What follows belongs to an exercise in optimizing a design on an open flow for a short achievable clock period and few clock cycles; a production flow would make more cautious choices.
Function was checked by simulation only, so behaviour that the tests miss may differ from the original.
Power and IR drop assume default switching activity.

// DATAPATH_CON_PIPELINE
module DATAPATH_CON_PIPELINE(clk,reset,imem_addr,imem_rdata,dmem_addr,dmem_wdata,dmem_we,dmem_rdata);
input clk;
input reset;
output [31:0] imem_addr;
input  [31:0] imem_rdata;
output [31:0] dmem_addr;
output [31:0] dmem_wdata;
output dmem_we;
input  [31:0] dmem_rdata;
localparam OP_R = 6'b000000, OP_ADDI = 6'b001000, OP_SLTI = 6'b001010, OP_ANDI = 6'b001100,
           OP_ORI = 6'b001101, OP_LUI = 6'b001111, OP_LW = 6'b100011, OP_SW = 6'b101011,
           OP_BEQ = 6'b000100, OP_BNE = 6'b000101, OP_J = 6'b000010;
localparam FN_ADD = 6'b100000, FN_SUB = 6'b100010, FN_AND = 6'b100100, FN_OR = 6'b100101,
           FN_NOR = 6'b100111, FN_SLT = 6'b101010;
reg  [31:0] pc;
reg  [31:0] pc4;
reg  [31:0] d_inst;
reg  [31:1] d_rs_oh, d_rt_oh;    
reg         d_haz;               
reg         d_rs_x, d_rs_m, d_rs_w;  
reg         d_rt_x, d_rt_m, d_rt_w;  
reg         d_ftaken;            
reg         d_fbad;              
  ...
Size: ~7900 cells after synthesis, roughly 1600 flip-flops, roughly 160 I/O pins.
Settings: LEC_CHECK=0, ABC_AREA=1, CAP_MARGIN=20, CORE_MARGIN=2, CORE_UTILIZATION=40, SETUP_SLACK_MARGIN=5.0, SLEW_MARGIN=20, TNS_END_PERCENT=100; clock period 7.5 ns.
run.sh (not shown) runs the stock make flow with config.mk's settings and CLKGATE_MAP_FILE= SYNTH_SCRIPT=/design/flow/synth_recipe.tcl, a recipe that flattens the netlist after the stock synthesis.
The starting point produced a clean layout.
Testbench counts at the start, summed over its fixed seeds: cycles 77,981.
Rerun with:
--- a/flow/design.v
+++ b/flow/design.v
@@ -94,18 +94,19 @@
 output [31:0] dmem_wdata;
 output dmem_we;
 input  [31:0] dmem_rdata;
 localparam OP_R = 6'b000000, OP_ADDI = 6'b001000, OP_SLTI = 6'b001010, OP_ANDI = 6'b001100,
            OP_ORI = 6'b001101, OP_LUI = 6'b001111, OP_LW = 6'b100011, OP_SW = 6'b101011,
            OP_BEQ = 6'b000100, OP_BNE = 6'b000101, OP_J = 6'b000010;
 localparam FN_ADD = 6'b100000, FN_SUB = 6'b100010, FN_AND = 6'b100100, FN_OR = 6'b100101,
            FN_NOR = 6'b100111, FN_SLT = 6'b101010;
 reg  [31:0] pc;
+reg  [31:0] pc_n;
 reg  [31:0] pc4;
 reg  [31:0] d_inst;
 reg  [31:1] d_rs_oh, d_rt_oh;    
 reg         d_haz;               
 reg         d_rs_x, d_rs_m, d_rs_w;  
 reg         d_rt_x, d_rt_m, d_rt_w;  
 reg         d_ftaken;            
 reg         d_fbad;              
 reg  [31:0] d_pc4, d_pc8;    
@@ -227,22 +228,23 @@
 ks_adder32 u_add(.a(x_a), .b(x_opb), .an(x_an), .bn(x_opbn), .cin(x_sub), .sum(sum), .g(a_and_b), .t(a_or_b));
 wire lt = (x_an[31] ^ x_opbn[31]) ? sum[31] : ~x_an[31];
 wire [31:0] alu = ({32{x_r_sum}} & sum) | ({32{x_r_and}} & a_and_b) |
                   ({32{x_r_or}} & a_or_b) | ({32{x_r_nor}} & ~a_or_b) |
                   ({32{x_r_b}} & x_opb) | {31'd0, x_r_slt & lt};
 wire eq = (x_a == x_b);
 wire mispredict = x_branch & ((eq ^ x_bne) ^ x_pred);
 wire mp_eq = x_branch & ~(x_bne ^ x_pred);     
 wire mp_ne = x_branch & (x_bne ^ x_pred);      
-wire [31:0] pc_nx  = stall ? pc  : id_redirect ? d_tgt  : f_j ? f_jtgt  : f_take ? f_btgt  : pc4;
+wire [31:0] pc_nx  = stall ? ~pc_n : id_redirect ? d_tgt  : f_j ? f_jtgt  : f_take ? f_btgt  : pc4;
 wire [31:0] pc4_nx = stall ? pc4 : id_redirect ? d_tgt4 : f_j ? f_jtgt4 : f_take ? f_btgt4 : pc8;
 always @(posedge clk) begin
   pc  <= reset ? 32'd0 : eq ? (mp_eq ? x_alt : pc_nx) : (mp_ne ? x_alt : pc_nx);
+  pc_n <= ~(reset ? 32'd0 : eq ? (mp_eq ? x_alt : pc_nx) : (mp_ne ? x_alt : pc_nx));
   pc4 <= reset ? 32'd4 : eq ? (mp_eq ? x_alt4 : pc4_nx) : (mp_ne ? x_alt4 : pc4_nx);
   if (reset | mispredict | id_redirect) d_valid <= 1'b0;
   else if (!stall) d_valid <= 1'b1;
   if (!stall) begin
     d_inst <= imem_rdata;
     d_haz   <= is_lw & (rt != 5'd0) & ((f_use_rs & (f_rs == rt)) | (f_use_rt & (f_rt == rt)));
     d_pc4  <= pc4;
     d_pc8  <= pc8;
     d_tlo  <= f_tlo[15:0];
Sequential share of layout area goes up by 0.67 points.
Die area goes up by 0.48%.
Hold slack loses 0.013 ns.
Sequential power stays flat.
Global-route usage goes up by 1.1 points.
Synthesized cell count is about the same.
Testbench counts after the change, summed over its fixed seeds: cycles 77,981.

[re-timing with driven ports]
No port has a modelled driver above. Below, the same layouts with a new extraction and two added sets of constraints. Step 1 sets driving cells, clkbuf_16 on the clock port and buf_2 on the other inputs (assumed; they add their load-dependent delay and slew). Step 2 times the ports against the registers' clock, not the clock port: input delays grow and output delays shrink by t, the midpoint of the rising clock arrivals with the driver on. Three values: ideal, step 1, step 2; two values: the first two.
| run | t, ns | slack for setup (ns) | worst setup path at the end | latest minus earliest clock arrival (ns) |
|---|---|---|---|---|
| the first run | 0.881 | 4.681 / 4.596 / 3.918 | input to register | 0.076 / 0.077 |
| the second run | 0.910 | 4.655 / 4.573 / 4.020 | input to register | 0.081 / 0.081 |
After both steps setup and hold are still met in every run listed. The setup slack of the first run, which loses most, moves by -0.085 ns with the drivers and by -0.763 ns with both steps.
